Background: an optimization exercise with open tools, aiming at small area. Do not read the settings as production practice.
In this exercise RTL edits were held to simulation tests only and were not proved equivalent to the original.
Power is estimated from default activity; no workload was simulated.

==> config.mk <==
export PLATFORM = sky130hd
export DESIGN_NAME = Core
export DESIGN_NICKNAME = Core
export VERILOG_FILES = /design/flow/design.v
export SDC_FILE = /design/flow/constraint.sdc
export NUM_CORES = 4
export LEC_CHECK = 0
export CAP_MARGIN = 20
export CORE_MARGIN = 2
export CORE_UTILIZATION = 30
export PLACE_DENSITY = 0.45
export SLEW_MARGIN = 20
==> constraint.sdc <==
create_clock -name core_clock -period 10.0 [get_ports {i_clk}]
set_input_delay 2.0000 -clock core_clock [delete_from_list [all_inputs] [get_ports {i_clk}]]
set_output_delay 2.0000 -clock core_clock [all_outputs]
set_load 0.01 [all_outputs]
==> design.v <==
module Dregister_rst #(
        parameter WIDTH = 1,
        parameter [WIDTH-1:0] RESET_VALUE = {WIDTH{1'b0}}
)(
        input   wire    [WIDTH-1:0]     i,
        output  reg     [WIDTH-1:0]     o,
        input   wire                    i_clk,
        input   wire                    i_rst
);
always @(posedge i_clk or posedge i_rst)
        if(i_rst) o <= RESET_VALUE;
        else o <= i;
endmodule
module RegFile_32x64bit(
    input   wire    [4:0]   i_read_addr0,
    output  wire    [63:0]  o_read_data0,
    input   wire    [4:0]   i_read_addr1,
    output  wire    [63:0]  o_read_data1,
    input   wire            i_write,         
    input   wire    [4:0]   i_write_addr,
    input   wire    [63:0]  i_write_data,
    input   wire            i_clk,
    input   wire            i_rst
);
reg [63:0] regs [1:31];
reg [31:1] valid;
genvar g;
generate
    for (g = 1; g < 32; g = g + 1) begin : gen_reg
        always @(posedge i_clk)
            if (i_write && (i_write_addr == g)) regs[g] <= i_write_data;
        always @(posedge i_clk or posedge i_rst)
            if (i_rst) valid[g] <= 1'b0;
            else if (i_write && (i_write_addr == g)) valid[g] <= 1'b1;
    end
endgenerate
reg [63:0] rd0, rd1;
integer k;
always @* begin
    rd0 = 64'd0;
    rd1 = 64'd0;
    for (k = 1; k < 32; k = k + 1) begin
        if (i_read_addr0 == k && valid[k]) rd0 = rd0 | regs[k];
        if (i_read_addr1 == k && valid[k]) rd1 = rd1 | regs[k];
    end
    if (i_read_addr0 == 5'd29 && !valid[29]) rd0[12] = 1'b1;
    if (i_read_addr1 == 5'd29 && !valid[29]) rd1[12] = 1'b1;
end
assign o_read_data0 = rd0;
assign o_read_data1 = rd1;
endmodule
module Core(
	output wire [63:0] o_pm_addr,
	output wire o_pm_cs,
	input wire [31:0] i_pm_data,
	output wire [63:0] o_dm_addr,
	output wire o_dm_cs,
	output wire [63:0] o_dm_we,
	output wire [63:0] o_dm_data,
	input wire [63:0] i_dm_data,
	input wire i_clk,
	input wire i_rst
);
localparam T_R = 3'b000, T_I = 3'b001, T_LD = 3'b010, T_SD = 3'b011,
           T_BEQ = 3'b100, T_JALR = 3'b101, T_JAL = 3'b110, T_X = 3'b111;
localparam OP_ADD = 3'b000, OP_SUB = 3'b001, OP_AND = 3'b010, OP_OR = 3'b011,
           OP_ZERO = 3'b100;
function regwrite(input [2:0] t);
	regwrite = (t == T_R) || (t == T_I) || (t == T_LD) || (t == T_JALR) || (t == T_JAL);
endfunction
reg [63:0] PC;
reg [2:0]  IDEX_type;
reg [31:7] IDEX_raw;        
reg        IDEX_nop;        
reg [2:0]  IDEX_op;
reg        IDEX_takebranch;
reg [2:0]  EXMEM_type;
reg [4:0]  EXMEM_rd;        
reg        EXMEM_nop;
reg [63:0] EXMEM_ALUresult;
reg [63:0] EXMEM_readdata2;
reg [2:0]  MEMWB_type;
reg [4:0]  MEMWB_rd;        
reg [63:0] MEMWB_ALUresult;
wire [31:0] instruction = {i_pm_data[7:0], i_pm_data[15:8], i_pm_data[23:16], i_pm_data[31:24]};
wire [6:0] opcode = instruction[6:0];
wire [2:0] funct3 = instruction[14:12];
wire [6:0] funct7 = instruction[31:25];
wire [4:0] rs1 = instruction[19:15];
wire [4:0] rs2 = instruction[24:20];
reg [2:0] i_type;
always @* begin
	case (opcode)
	7'b0110011: i_type = T_R;
	7'b0010011: i_type = T_I;
	7'b0000011: i_type = T_LD;
	7'b0100011: i_type = T_SD;
	7'b1100011: i_type = T_BEQ;
	7'b1100111: i_type = T_JALR;
	7'b1101111: i_type = T_JAL;
	default:    i_type = T_X;
	endcase
end
reg [2:0] alu_op;
always @* begin
	if (i_type == T_BEQ) alu_op = OP_SUB;
	else if (i_type != T_R && i_type != T_I) alu_op = OP_ADD;
	else if ({funct7, funct3} == 10'b0) alu_op = OP_ADD;
	else if (i_type == T_I && funct3 == 3'b000) alu_op = OP_ADD;
	else if (i_type == T_I && funct3 == 3'b111) alu_op = OP_AND;
	else if ({funct7, funct3} == 10'b0100000000) alu_op = OP_SUB;
	else if ({funct7, funct3} == 10'b0000000111) alu_op = OP_AND;
	else if ({funct7, funct3} == 10'b0000000110) alu_op = OP_OR;
	else alu_op = OP_ZERO;
end
wire [4:0] IDEX_rs1 = IDEX_raw[19:15];
wire [4:0] IDEX_rs2 = IDEX_raw[24:20];
wire [4:0] IDEX_rd  = IDEX_raw[11:7];
wire [31:7] IDEX_instruction = IDEX_nop ? 25'd0 : IDEX_raw;
wire [63:0] IDEXA, IDEXB;
wire        updateregister;
wire [63:0] MEMWB_value;
RegFile_32x64bit reg0(
	.i_read_addr0(IDEX_rs1),
	.o_read_data0(IDEXA),
	.i_read_addr1(IDEX_rs2),
	.o_read_data1(IDEXB),
	.i_write(updateregister),
	.i_write_addr(MEMWB_rd),
	.i_write_data(MEMWB_value),
	.i_clk(i_clk),
	.i_rst(i_rst));
wire stall = (IDEX_type == T_LD) && ((IDEX_rd == rs1) || (IDEX_rd == rs2));
wire takebranch = (IDEX_type == T_BEQ) && (IDEXA == IDEXB);
wire IDEX_jal  = (IDEX_type == T_JAL);
wire IDEX_jalr = (IDEX_type == T_JALR);
wire flush = IDEX_jal || IDEX_jalr ||
             (EXMEM_type == T_JAL) || (EXMEM_type == T_JALR) ||
             (MEMWB_type == T_JAL) || (MEMWB_type == T_JALR) ||
             takebranch || stall || IDEX_takebranch;
wire [63:0] immI = {{52{IDEX_instruction[31]}}, IDEX_instruction[31:20]};
wire [63:0] immS = {{52{IDEX_instruction[31]}}, IDEX_instruction[31:25], IDEX_instruction[11:7]};
wire [21:0] immB = {{10{IDEX_instruction[31]}}, IDEX_instruction[7], IDEX_instruction[30:25], IDEX_instruction[11:8], 1'b0};
wire [21:0] immJ = {{2{IDEX_instruction[31]}}, IDEX_instruction[19:12], IDEX_instruction[20], IDEX_instruction[30:21], 1'b0};
wire        pc_from_a = IDEX_jalr && !stall;
wire [21:0] pc_off = stall ? 22'd0 :
                     takebranch ? immB - 22'd12 :
                     IDEX_jal ? immJ - 22'd8 :
                     IDEX_jalr ? immI[21:0] : 22'd4;
wire [63:0] PC_next = (pc_from_a ? IDEXA : PC) + {{42{pc_off[21]}}, pc_off};
wire EXMEM_fwd = regwrite(EXMEM_type) && (EXMEM_rd != 5'd0);
wire MEMWB_fwd = regwrite(MEMWB_type) && (MEMWB_rd != 5'd0);
wire fa_ex = EXMEM_fwd && (EXMEM_rd == IDEX_rs1);
wire fa_wb = MEMWB_fwd && (MEMWB_rd == IDEX_rs1);
wire fb_ex = EXMEM_fwd && (EXMEM_rd == IDEX_rs2);
wire fb_wb = MEMWB_fwd && (MEMWB_rd == IDEX_rs2);
wire alusrc = (IDEX_type == T_I) || (IDEX_type == T_LD) || (IDEX_type == T_SD);
wire [63:0] ALUinput1 = fa_ex ? EXMEM_ALUresult : fa_wb ? MEMWB_value : IDEXA;
wire [63:0] ALUinput2 = alusrc ? ((IDEX_type == T_SD) ? immS : immI) :
                        fb_ex ? ((EXMEM_type == T_LD) ? i_dm_data : EXMEM_ALUresult) :
                        fb_wb ? MEMWB_value : IDEXB;
reg [63:0] ALUresult;
always @* begin
	case (IDEX_op)
	OP_ADD:  ALUresult = ALUinput1 + ALUinput2;
	OP_SUB:  ALUresult = ALUinput1 - ALUinput2;
	OP_AND:  ALUresult = ALUinput1 & ALUinput2;
	OP_OR:   ALUresult = ALUinput1 | ALUinput2;
	default: ALUresult = 64'd0;
	endcase
end
wire EXMEM_mem = (EXMEM_type == T_LD) || (EXMEM_type == T_SD);
wire EXMEM_sd  = (EXMEM_type == T_SD);
assign o_dm_addr = EXMEM_mem ? {2'b00, EXMEM_ALUresult[63:2]} : 64'd0;
assign o_dm_cs   = EXMEM_mem;
assign o_dm_we   = {64{EXMEM_sd}};
assign o_dm_data = EXMEM_sd ? EXMEM_readdata2 : 64'd0;
wire [63:0] link = PC - 64'd16;
assign MEMWB_value = (MEMWB_type == T_LD) ? i_dm_data :
                     ((MEMWB_type == T_JAL) || (MEMWB_type == T_JALR)) ? link : MEMWB_ALUresult;
assign updateregister = regwrite(MEMWB_type) && (MEMWB_rd != 5'd0);
wire [63:0] pm_word = {2'b00, PC[63:2]};
assign o_pm_addr = stall ? pm_word - 64'd1 : pm_word;
assign o_pm_cs = 1'b1;
always @(posedge i_clk or posedge i_rst)
	if (i_rst) begin
		PC <= 64'd0;
		IDEX_type <= T_X;
		IDEX_takebranch <= 1'b0;
		EXMEM_type <= T_X;
		MEMWB_type <= T_X;
	end else begin
		PC <= PC_next;
		IDEX_type <= i_type;
		IDEX_takebranch <= takebranch;
		EXMEM_type <= IDEX_type;
		MEMWB_type <= EXMEM_type;
	end
always @(posedge i_clk) begin
	IDEX_raw <= instruction[31:7];
	IDEX_nop <= flush;
	IDEX_op <= alu_op;
	EXMEM_rd <= IDEX_rd;
	EXMEM_nop <= IDEX_nop;
	EXMEM_ALUresult <= ALUresult;
	EXMEM_readdata2 <= IDEXB;
	MEMWB_rd <= EXMEM_nop ? 5'd0 : EXMEM_rd;
	MEMWB_ALUresult <= EXMEM_ALUresult;
end
endmodule
==> run.sh <==
#!/bin/bash
# synth_recipe.tcl (not shown) runs the flow's synth.tcl, then flattens the netlist and writes it again
# the make line also repeats each setting of config.mk as NAME=value (left out here)
make -C /OpenROAD-flow-scripts/flow DESIGN_CONFIG=/design/flow/config.mk WORK_HOME=/design/flow/orfs CLKGATE_MAP_FILE= SYNTH_SCRIPT=/design/flow/synth_recipe.tcl finish
==> results of run 1 <==
==> area by class of cell <==
| type | instances | area, µm² | share of cell area |
|---|---|---|---|
| clock buffers | 360 | 7840 | 0.0544 |
| clock inverters | 164 | 1610 | 0.0112 |
| flip-flops and latches | 2321 | 66900 | 0.464 |
| well taps | 5175 | 6470 | 0.0449 |
| multi-input cells | 7203 | 46700 | 0.324 |
| inverters | 106 | 403 | 0.00280 |
| repair buffers | 1568 | 13800 | 0.0956 |
| diodes | 139 | 348 | 0.00241 |
==> registers in the layout (all words and copies together) (netlist names) <==
register         flops
EXMEM_rd             5
IDEX_op              3
EXMEM_ALUresult     64
MEMWB_type           3
MEMWB_ALUresult     64
EXMEM_nop            1
IDEX_raw            25
IDEX_takebranch      1
reg0.regs         1984
reg0.valid          31
PC                  64
EXMEM_readdata2     64
IDEX_nop             1
IDEX_type            3
MEMWB_rd             5
EXMEM_type           3
==> worst min-delay path by stage <==
stage                        from            endpoint  slack [ps]  cells after the start
2_1_floorplan         IDEX_raw[7]         EXMEM_rd[0]         330                      0
3_3_place_gp   EXMEM_ALUresult[1]  MEMWB_ALUresult[1]         360                      0
3_5_place_dp   EXMEM_ALUresult[1]  MEMWB_ALUresult[1]         370                      0
4_1_cts        EXMEM_ALUresult[1]  MEMWB_ALUresult[1]         380                      0
5_1_grt        EXMEM_ALUresult[1]  MEMWB_ALUresult[1]         380                      0
6_report       EXMEM_ALUresult[1]  MEMWB_ALUresult[1]         370                      0
==> where the power goes <==
part	switching, W	internal (W)
clock network	0.00475	0.00619
logic	0.00425	0.00171
registers	0.000746	0.0115
==> through the flow <==
stage | power (W) | std cells | hold slack, ps | cell area (µm²) | utilization
floorplan | 0.0144 | 10503 | 329 | 116000 | -
global placement | 0.0180 | 16353 | 361 | 134000 | 0.347
detailed placement | 0.0180 | 16362 | 368 | 134000 | 0.347
CTS | 0.0288 | 16892 | 376 | 144000 | 0.372
global route | 0.0295 | 16918 | 384 | 144000 | 0.373
finish | 0.0291 | 17036 | 372 | 144000 | 0.373
==> critical path: cells and delay by family (launching register included) <==
family                   cells  cell delay (ps)
buffers and inverters        8             1690
XOR/XNOR                     2              460
AO/OA/AOI/OAI               11             3760
flip-flops                   1              320
AND/OR/NAND/NOR             11             3200
adder cells (fa/ha/maj)      1              410
==> per-layer routing <==
| metal | part of all wire | track usage | vias to the layer above |
|---|---|---|---|
| met5 | 0.00071 | 0.00593 | - |
| met4 | 0.090 | 0.337 | 54 |
| met3 | 0.15 | 0.200 | 3519 |
| met2 | 0.40 | 0.626 | 12853 |
| met1 | 0.36 | 0.551 | 60976 |
| li1 | - | - | 43397 |
==> placed cells by master, fill, tap and decap left out, types with 133 or more instances in the layout <==
cell / netlist / final
dfxtp_1: 232 / 225
o21ai_0: 371 / 332
ha_1: 133 / 133
edfxtp_1: 1984 / 1984
a32oi_1: 174 / 174
clkbuf_16: 0 / 302
a22oi_1: 707 / 706
clkdlybuf4s50_1: 0 / 352
diode_2: 0 / 139
nor2_1: 451 / 402
nor3_1: 187 / 168
o22ai_1: 242 / 241
xnor2_1: 218 / 213
buf_4: 81 / 1119
a21oi_1: 268 / 266
nand4_1: 270 / 270
and3_1: 449 / 424
nand2_1: 1239 / 1235
nand3_1: 514 / 510
xor2_1: 153 / 153
==> logic make-up after synthesis <==
logic type	after synthesis
AND/OR/NAND/NOR	3833
AO/OA/AOI/OAI	2762
flip-flops	2321
buffers and inverters	979
XOR/XNOR	372
adder cells (fa/ha/maj)	151
multiplexers	82
other	2
==> what timing repair did <==
action | in CTS | in global routing
endpoints found under the setup margin | 22 | 13
resized for setup | 17 | 19
pin swaps | 1 | 2
buffers inserted | 6 | 1
==> out/results.txt, run 1 <==
status = complete, but fails checks
SO Faults = max-capacitance violations, max-slew violations, negative setup slack
min Tclk post-route = 10,000 ps
FF-to-FF Start = IDEX_raw[20]
TritonRoute pass-1 iters = 9
Mapped Cells = 10,502
Clock Latency Late Sink = 1000 ps
Root Driver = clkbuf_16
Main synth FF type = edfxtp_1
Remaining DRCs = 0
Post-synth ARST share = 0.0452
GRT Util Overall = 0.452
post-synthesis sequential area ratio = 0.574
Worst Path Required = 10,900 ps
syn avg cell area = 11.1 µm²
Slew HR = -0.208
Power per Cell Area = 202 nW/µm²
CTS sink count = 2,321
Slew Limit Fails = 7
H-tree depth = 5
Synthesis Warnings = 3
Compound-Gate Fraction of Synth Area = 0.172
CTS tree = yes
Post-synth EDFFs = 1,984
Final WS setup = -3.15 ps
Worst Setup EP = PC[58]
row cnt = 228
gr ovfl total = 0
Worst-Margin Slew = 1800 ps
Synth Area in Simple Gates = 0.167
Detailed Route Iter0 Violations = 25,134
TNS Setup = -3.15 ps
adder-cell share of the synthesized area = 0.0160
Placement Setup Slack = -1170 ps
TritonCTS Buffers = 290
most frequent cell after synthesis = edfxtp_1
Routed Antenna Nets = 0
reg-to-reg endpoint = PC[58]
Longest Clk Path Bufs = 4
CP endpoint kind = register
DIE AREA = 393,000 µm²
Final #Nets = 11,723
Clock Skew = 67.5 ps
Clock Pin Slew Worst Setup and Hold Paths = 60 ps
Die H = 627 µm
Fmax achieved = 0.100 GHz
CP peak stage delay = 1080 ps
Filler cells = 37,718
P_leak = 52.6 nW
worst min path class = reg2reg
crit start category = register
Area contributors post-synth = edfxtp_1, a22oi_1, nand2_1
most frequent CP cell = buf_4
Worst Reg-to-Reg Cells = 33
RSZ-0062 raised after global routing = true
Hold Fails Final Rpt = 0
DR vias = 120,799
WS Path Type = reg2reg
Via density = 7.09
Final HPWL DP = 629,000 µm
layout cell share with drive strength beyond 1 = 0.175
routability congestion estimate = 1.06
Yosys top cell area share = 0.511
period utilization = 1.00
Synth Area in XOR/XNOR = 0.0281
cell accounting for the most synthesized area = edfxtp_1
crit path DAT = 10,900 ps
library cells used by synthesis = 110
Area Overhead vs Synth = 23.7%
initial antenna violation count = 173
Synth Register Bits = 2,321
DR WL/cell = 54.1 µm
Post-Syn Area = 116,000 µm²
first-pass GRT wire length = 1,160,000 µm
core area = 386,000 µm²
pin count of the biggest net entering global routing = 105
# port buffers = 352
vias in the first global route = 109,470
mux cell area share after synthesis = 0.00709
I/O Pins = 356
# hold bufs at CTS = 0
CP startpoint = IDEX_raw[20]
Initial Util = 0.302
VDD IR max = 0.130 mV
Max Cap Violations = 1
Final setup violation count = 1
most instantiated cells after synthesis = edfxtp_1, nand2_1, a22oi_1
CP max-delay cell = a2111oi_0
crit-path max FO = 18
die width = 627 µm
final wirelength = 922,000 µm
worst reg-to-reg setup slack = -3 ps
main combinational cell family by area after synthesis = compound AO/OA/AOI/OAI gates
==> run 2: changes to the inputs <==
--- a/design.v
+++ b/design.v
@@ -13,39 +13,41 @@
 endmodule
-module RegFile_32x64bit(
-    input   wire    [4:0]   i_read_addr0,
-    output  wire    [63:0]  o_read_data0,
-    input   wire    [4:0]   i_read_addr1,
-    output  wire    [63:0]  o_read_data1,
-    input   wire            i_write,         
-    input   wire    [4:0]   i_write_addr,
-    input   wire    [63:0]  i_write_data,
-    input   wire            i_clk,
-    input   wire            i_rst
-);
-reg [63:0] regs [1:31];
-reg [31:1] valid;
-genvar g;
+module RegFile_ao3(
+    input  wire s0, d0,
+    input  wire s1, d1,
+    input  wire s2, d2,
+    output wire y_n
+);
+assign y_n = ~((s0 & d0) | (s1 & d1) | (s2 & d2));
+endmodule
+module RegFile_wbit(
+    input  wire we_n,
+    input  wire wd_n,
+    input  wire q,
+    output wire d
+);
+assign d = ~((we_n | wd_n) & ~(we_n & q));
+endmodule
+module Core_pfx_and #(
+    parameter N = 60
+)(
+    input  wire [N-1:0] x,
+    output wire [N-1:0] y
+);
+localparam L = 6;    
+wire [N-1:0] A [0:L];
+assign A[0] = x;
+genvar l, i;
 generate
-    for (g = 1; g < 32; g = g + 1) begin : gen_reg
-        always @(posedge i_clk)
-            if (i_write && (i_write_addr == g)) regs[g] <= i_write_data;
-        always @(posedge i_clk or posedge i_rst)
-            if (i_rst) valid[g] <= 1'b0;
-            else if (i_write && (i_write_addr == g)) valid[g] <= 1'b1;
+    for (l = 0; l < L; l = l + 1) begin : lvl
+        for (i = 0; i < N; i = i + 1) begin : col
+            if ((i >> l) & 1) begin : node
+                localparam integer J = ((i >> l) << l) - 1;
+                assign A[l+1][i] = A[l][i] & A[l][J];
+            end else begin : pass
+                assign A[l+1][i] = A[l][i];
+            end
+        end
     end
 endgenerate
-reg [63:0] rd0, rd1;
-integer k;
-always @* begin
-    rd0 = 64'd0;
-    rd1 = 64'd0;
-    for (k = 1; k < 32; k = k + 1) begin
-        if (i_read_addr0 == k && valid[k]) rd0 = rd0 | regs[k];
-        if (i_read_addr1 == k && valid[k]) rd1 = rd1 | regs[k];
-    end
-    if (i_read_addr0 == 5'd29 && !valid[29]) rd0[12] = 1'b1;
-    if (i_read_addr1 == 5'd29 && !valid[29]) rd1[12] = 1'b1;
-end
-assign o_read_data0 = rd0;
-assign o_read_data1 = rd1;
+assign y = A[L];
 endmodule
@@ -122,12 +124,43 @@
 wire [63:0] MEMWB_value;
-RegFile_32x64bit reg0(
-	.i_read_addr0(IDEX_rs1),
-	.o_read_data0(IDEXA),
-	.i_read_addr1(IDEX_rs2),
-	.o_read_data1(IDEXB),
-	.i_write(updateregister),
-	.i_write_addr(MEMWB_rd),
-	.i_write_data(MEMWB_value),
-	.i_clk(i_clk),
-	.i_rst(i_rst));
+reg [31*64-1:0] rf;
+reg [31:1]      rf_valid;
+wire [63:0] wd_n = ~MEMWB_value;
+wire [31:1] sel0, sel1;
+wire [63:0] rfq [1:31];
+genvar g, b;
+generate
+	for (g = 1; g < 32; g = g + 1) begin : gen_reg
+		wire we = updateregister && (MEMWB_rd == g);
+		wire [63:0] d;
+		assign rfq[g] = rf[(g-1)*64 +: 64];
+		for (b = 0; b < 64; b = b + 1) begin : gen_bit
+			RegFile_wbit wb(.we_n(~we), .wd_n(wd_n[b]), .q(rfq[g][b]), .d(d[b]));
+		end
+		always @(posedge i_clk)
+			rf[(g-1)*64 +: 64] <= d;
+		always @(posedge i_clk or posedge i_rst)
+			if (i_rst) rf_valid[g] <= 1'b0;
+			else if (we) rf_valid[g] <= 1'b1;
+		assign sel0[g] = (IDEX_rs1 == g) && rf_valid[g];
+		assign sel1[g] = (IDEX_rs2 == g) && rf_valid[g];
+	end
+	for (b = 0; b < 64; b = b + 1) begin : gen_rd
+		wire [10:0] t0, t1;
+		assign t0[10] = ~(sel0[31] & rfq[31][b]);
+		assign t1[10] = ~(sel1[31] & rfq[31][b]);
+		for (g = 0; g < 10; g = g + 1) begin : gen_grp
+			RegFile_ao3 r0(.s0(sel0[3*g+1]), .d0(rfq[3*g+1][b]), .s1(sel0[3*g+2]), .d1(rfq[3*g+2][b]),
+			               .s2(sel0[3*g+3]), .d2(rfq[3*g+3][b]), .y_n(t0[g]));
+			RegFile_ao3 r1(.s0(sel1[3*g+1]), .d0(rfq[3*g+1][b]), .s1(sel1[3*g+2]), .d1(rfq[3*g+2][b]),
+			               .s2(sel1[3*g+3]), .d2(rfq[3*g+3][b]), .y_n(t1[g]));
+		end
+		if (b == 12) begin : gen_x29
+			assign IDEXA[b] = ~&t0 | ((IDEX_rs1 == 5'd29) && !rf_valid[29]);
+			assign IDEXB[b] = ~&t1 | ((IDEX_rs2 == 5'd29) && !rf_valid[29]);
+		end else begin : gen_plain
+			assign IDEXA[b] = ~&t0;
+			assign IDEXB[b] = ~&t1;
+		end
+	end
+endgenerate
 wire stall = (IDEX_type == T_LD) && ((IDEX_rd == rs1) || (IDEX_rd == rs2));
@@ -161,2 +194,4 @@
                         fb_wb ? MEMWB_value : IDEXB;
+wire        alu_sub = (IDEX_op == OP_SUB);
+wire [64:0] alu_sum = {ALUinput1, 1'b1} + {ALUinput2 ^ {64{alu_sub}}, alu_sub};
 reg [63:0] ALUresult;
@@ -164,4 +199,3 @@
 	case (IDEX_op)
-	OP_ADD:  ALUresult = ALUinput1 + ALUinput2;
-	OP_SUB:  ALUresult = ALUinput1 - ALUinput2;
+	OP_ADD, OP_SUB: ALUresult = alu_sum[64:1];
 	OP_AND:  ALUresult = ALUinput1 & ALUinput2;
@@ -177,3 +211,6 @@
 assign o_dm_data = EXMEM_sd ? EXMEM_readdata2 : 64'd0;
-wire [63:0] link = PC - 64'd16;
+wire [64:4] pc_z;
+assign pc_z[4] = 1'b1;
+Core_pfx_and #(.N(60)) pc_zero(.x(~PC[63:4]), .y(pc_z[64:5]));
+wire [63:0] link = {PC[63:4] ^ pc_z[63:4], PC[3:0]};
 assign MEMWB_value = (MEMWB_type == T_LD) ? i_dm_data :
@@ -181,4 +218,7 @@
 assign updateregister = regwrite(MEMWB_type) && (MEMWB_rd != 5'd0);
-wire [63:0] pm_word = {2'b00, PC[63:2]};
-assign o_pm_addr = stall ? pm_word - 64'd1 : pm_word;
+wire pm_borrow = stall && !PC[2] && !PC[3];
+assign o_pm_addr = {{2{pm_borrow && pc_z[64]}},
+                    PC[63:4] ^ ({60{pm_borrow}} & pc_z[63:4]),
+                    PC[3] ^ (stall && !PC[2]),
+                    PC[2] ^ stall};
 assign o_pm_cs = 1'b1;
==> flow/run.sh (new file) <==
#!/bin/bash
# Layout flow: the standard ORFS flow (standard.sh: unchanged synthesis,
# floorplan, power grid, placement, routing and finish), run on 8 threads,
# with two settings that ORFS reads from the environment:
#  - port buffers use the smallest buffer (sky130_fd_sc_hd__buf_1) instead of
#    ORFS's default choice; every input and output port still gets a buffer;
#  - clock tree synthesis without dummy loads.
# Each ORFS step writes its full log under orfs/logs/; standard.sh's own
# output goes to standard.log here.
set -euo pipefail
export BUFFER_PORTS_ARGS="-buffer_cell sky130_fd_sc_hd__buf_1"
export CTS_ARGS="-sink_clustering_enable -repair_clock_nets -dont_use_dummy_load"
bash standard.sh NUM_CORES=8 finish > standard.log 2>&1
==> standard.sh (new file) <==
#!/bin/bash
# synth_recipe.tcl (not shown) runs the flow's synth.tcl, then flattens the netlist and writes it again
# the make line also repeats each setting of config.mk as NAME=value (left out here)
make -C /OpenROAD-flow-scripts/flow DESIGN_CONFIG=/design/flow/config.mk WORK_HOME=/design/flow/orfs CLKGATE_MAP_FILE= SYNTH_SCRIPT=/design/flow/synth_recipe.tcl "${@:-finish}"
--- a/config.mk
+++ b/config.mk
@@ -7,6 +7,8 @@
 export LEC_CHECK = 0
-export CAP_MARGIN = 20
+export CAP_MARGIN = 30
 export CORE_MARGIN = 2
-export CORE_UTILIZATION = 30
+export CORE_UTILIZATION = 35
 export PLACE_DENSITY = 0.45
-export SLEW_MARGIN = 20
+export SETUP_SLACK_MARGIN = 0.3
+export SLEW_MARGIN = 30
+export SYNTH_HIERARCHICAL = 1
removed: run.sh
==> out/results.txt, run 2 <==
Die H = 545 µm
most instantiated cells after synthesis = nand2_1, dfxtp_1, o21ai_1
Detailed Route Iter0 Violations = 21,798
Fmax achieved = 0.102 GHz
met1 Usage GRT = 0.496
met3 usage = 0.118
Main synth FF type = dfxtp_1
Clock Latency Late Sink = 950 ps
max reg flops = 1,984
Synth Register Bits = 2,321
main combinational cell family by area after synthesis = compound AO/OA/AOI/OAI gates
Max Cap Violations = 0
Mapped Cells = 11,683
most used routing layer = met2
hold_ws = 373 ps
gr ovfl total = 0
GRT Util Overall = 0.377
commonest cells after routing, fill and taps aside = nand2_1, dfxtp_1, o21ai_1
mux cell area share after synthesis = 0.00910
Root Driver = clkbuf_16
Worst Path Required = 10,790 ps
crit path DAT = 10,560 ps
worst reg-to-reg setup slack = 230 ps
adder-cell share of the synthesized area = 0.0204
core area = 291,000 µm²
period utilization = 0.977
Compound-Gate Fraction of Synth Area = 0.301
Biggest register = rf
Worst-Margin Slew = 1250 ps
Via density = 6.54
Power per Cell Area = 225 nW/µm²
most frequent CP cell = buf_4
post-synthesis sequential area ratio = 0.458
CP Buf/Inv Count = 9
status = finished clean
CP endpoint kind = register
TNS Setup = 0 ps
layout cell share with drive strength beyond 1 = 0.0886
vias in the first global route = 98,423
P_leak = 57.1 nW
final wirelength = 590,000 µm
Synthesis Warnings = 8
CP max-delay cell = a222oi_1
# hold bufs at CTS = 0
Hold Fails Final Rpt = 0
DIE AREA = 297,000 µm²
CTS sink count = 2,321
Area Overhead vs Synth = 17.5%
Post-synth EDFFs = 0
Initial Util = 0.352
Post-Syn Area = 103,000 µm²
worst min path class = reg2reg
VDD IR max = 0.142 mV
initial antenna violation count = 72
Yosys top cell area share = 0.433
most frequent cell after synthesis = nand2_1
CTS tree = yes
Post-synth ARST share = 0.0452
routability congestion estimate = 1.01
Remaining DRCs = 0
syn avg cell area = 8.78 µm²
row cnt = 198
commonest non-fill, non-tap cell in the layout = nand2_1
Clock Pin Slew Worst Setup and Hold Paths = 60 ps
Slew HR = 0.162
Routed Antenna Nets = 0
Synth Area in Simple Gates = 0.157
I/O Pins = 356
top cell family by delay on the critical path = compound AO/OA/AOI/OAI gates
library cells used by synthesis = 90
H-tree depth = 5
Filler cells = 29,272
Area contributors post-synth = dfxtp_1, a222oi_1, o21ai_1
Final setup violation count = 0
crit start category = register
crit-path max FO = 27
CP peak stage delay = 720 ps
RSZ-0062 raised after global routing = false
cell accounting for the most synthesized area = dfxtp_1
DR WL/cell = 35.7 µm
TritonRoute pass-1 iters = 15
Longest Clk Path Bufs = 4
Post-CTS Setup Repair Bufs = 0
Synth Area in XOR/XNOR = 0.0336
DP Cell Count = 16,187
Slew Limit Fails = 0
TritonCTS Buffers = 276
GR Util met2 = 0.552
pin count of the biggest net entering global routing = 128
# port buffers = 352
first-pass GRT wire length = 805,000 µm
Layout Cells excl Fill = 16,514
WS Path Type = reg2reg
die width = 545 µm
Final #Nets = 12,805
DR vias = 108,066
Clock Skew = 104 ps
min Tclk post-route = 9770 ps
Final HPWL DP = 421,000 µm
==> run 2: cell count changes after synthesis, moves of 112 or more <==
cell      change
nor2_1      -183
o22ai_1     -228
dfxtp_1    +1984
nand2_1    +1376
edfxtp_1   -1984
nor3_1      -127
a32oi_1     -174
a2111o_1    +112
a22oi_1     -705
a222oi_1   +1250
and3_1      -296
o21ai_1    +1982
clkbuf_1    -394
nand3_1     -474
==> run 2: where the power goes <==
| part | switching, W | internal (W) | total [W] |
|---|---|---|---|
| Sequential | 0.00147 | 0.0107 | 0.0122 |
| Clock | 0.00390 | 0.00483 | 0.00873 |
| Combinational | 0.00434 | 0.00183 | 0.00617 |
| Total | 0.00971 | 0.0174 | 0.0271 |
==> run 2: stage by stage <==
step	util	instance area (µm²)	setup slack (ps)	total power, W
after floorplan	-	103000	700	0.0149
after global placement	0.388	113000	-1130	0.0182
after detailed placement	0.389	113000	-141	0.0182
after CTS	0.412	120000	324	0.0269
after global routing	0.413	120000	314	0.0280
final	0.414	120000	228	0.0271
==> run 2: worst paths after layout <==
path	startpoint	to	depth (start not counted)
min reg2reg	EXMEM_ALUresult[1]	MEMWB_ALUresult[1]	0
min	EXMEM_ALUresult[1]	MEMWB_ALUresult[1]	0
min in group asynchronous	i_rst	PC[16]	2
max	IDEX_raw[17]	PC[60]	33
max reg2reg	IDEX_raw[17]	PC[60]	33
max in group asynchronous	i_rst	rf_valid[25]	3
==> run 2: per-module statistics from Yosys, one instance, submodules excluded, excerpt <==
module	flip-flops and latches	cell area [µm²]	cells	times used
Core	2321	71700	6314	1
RegFile_ao3	0	10.0	1	1280
RegFile_wbit	0	8.76	2	1984
==> run 2: kinds of logic (layout without fill, tap and decap cells) <==
group,after synthesis,after routing
compound gates,4492,4492
xor+xnor,393,393
fa+ha+maj,175,175
buf+inv,479,1368
flops,2321,2321
mux,90,90
other cells,2,43
simple gates,3731,3732
==> run 2: area by class of cell <==
cell class | count | area [µm²] | area share
multi-input combinational | 8885 | 54500 | 0.452
sequential | 2321 | 47000 | 0.390
clock buffer | 276 | 6910 | 0.0573
timing repair buffer | 941 | 6540 | 0.0543
tap | 3900 | 4880 | 0.0405
inverter | 151 | 569 | 0.00472
antenna | 40 | 100 | 0.000831
==> run 2: routing by layer <==
| layer | vias to the layer above | share of wire |
|---|---|---|
| li1 | 47471 | - |
| met1 | 51834 | 0.40 |
| met2 | 7340 | 0.41 |
| met3 | 1382 | 0.13 |
| met4 | 39 | 0.060 |
| met5 | - | 0.00073 |
==> run 2: what timing repair did <==
action                     in CTS  in global routing
setup endpoints to repair      15                 14
resized for setup               3                 10
pin swaps                       0                  3
gates cloned                    0                  1

## afterwards: timing with drivers on the ports
The flow's constraints put no driver on any port. The routed layouts listed below were extracted and timed again, unchanged, in two steps.
Step 1: set_driving_cell puts a clkbuf_16 on i_clk and a buf_2 on each other input, an assumption about the parent block.
Step 2 times the ports against the registers' clock, not the clock port: input delays grow and output delays shrink by t, the midpoint of the rising clock arrivals with the driver on.
Slacks: no drivers / after step 1 / after step 2; pairs: no drivers / after step 1.
| run | shift t [ns] | setup WS [ns] | worst setup path after step 2 | worst register clock-pin slew, ns |
|---|---|---|---|---|
| run 1 | 1.096 | -0.003 / -0.003 / -0.003 | register to register | 0.07 / 0.07 |
| run 2 | 1.018 | 0.228 / 0.228 / 0.228 | register to register | 0.06 / 0.06 |
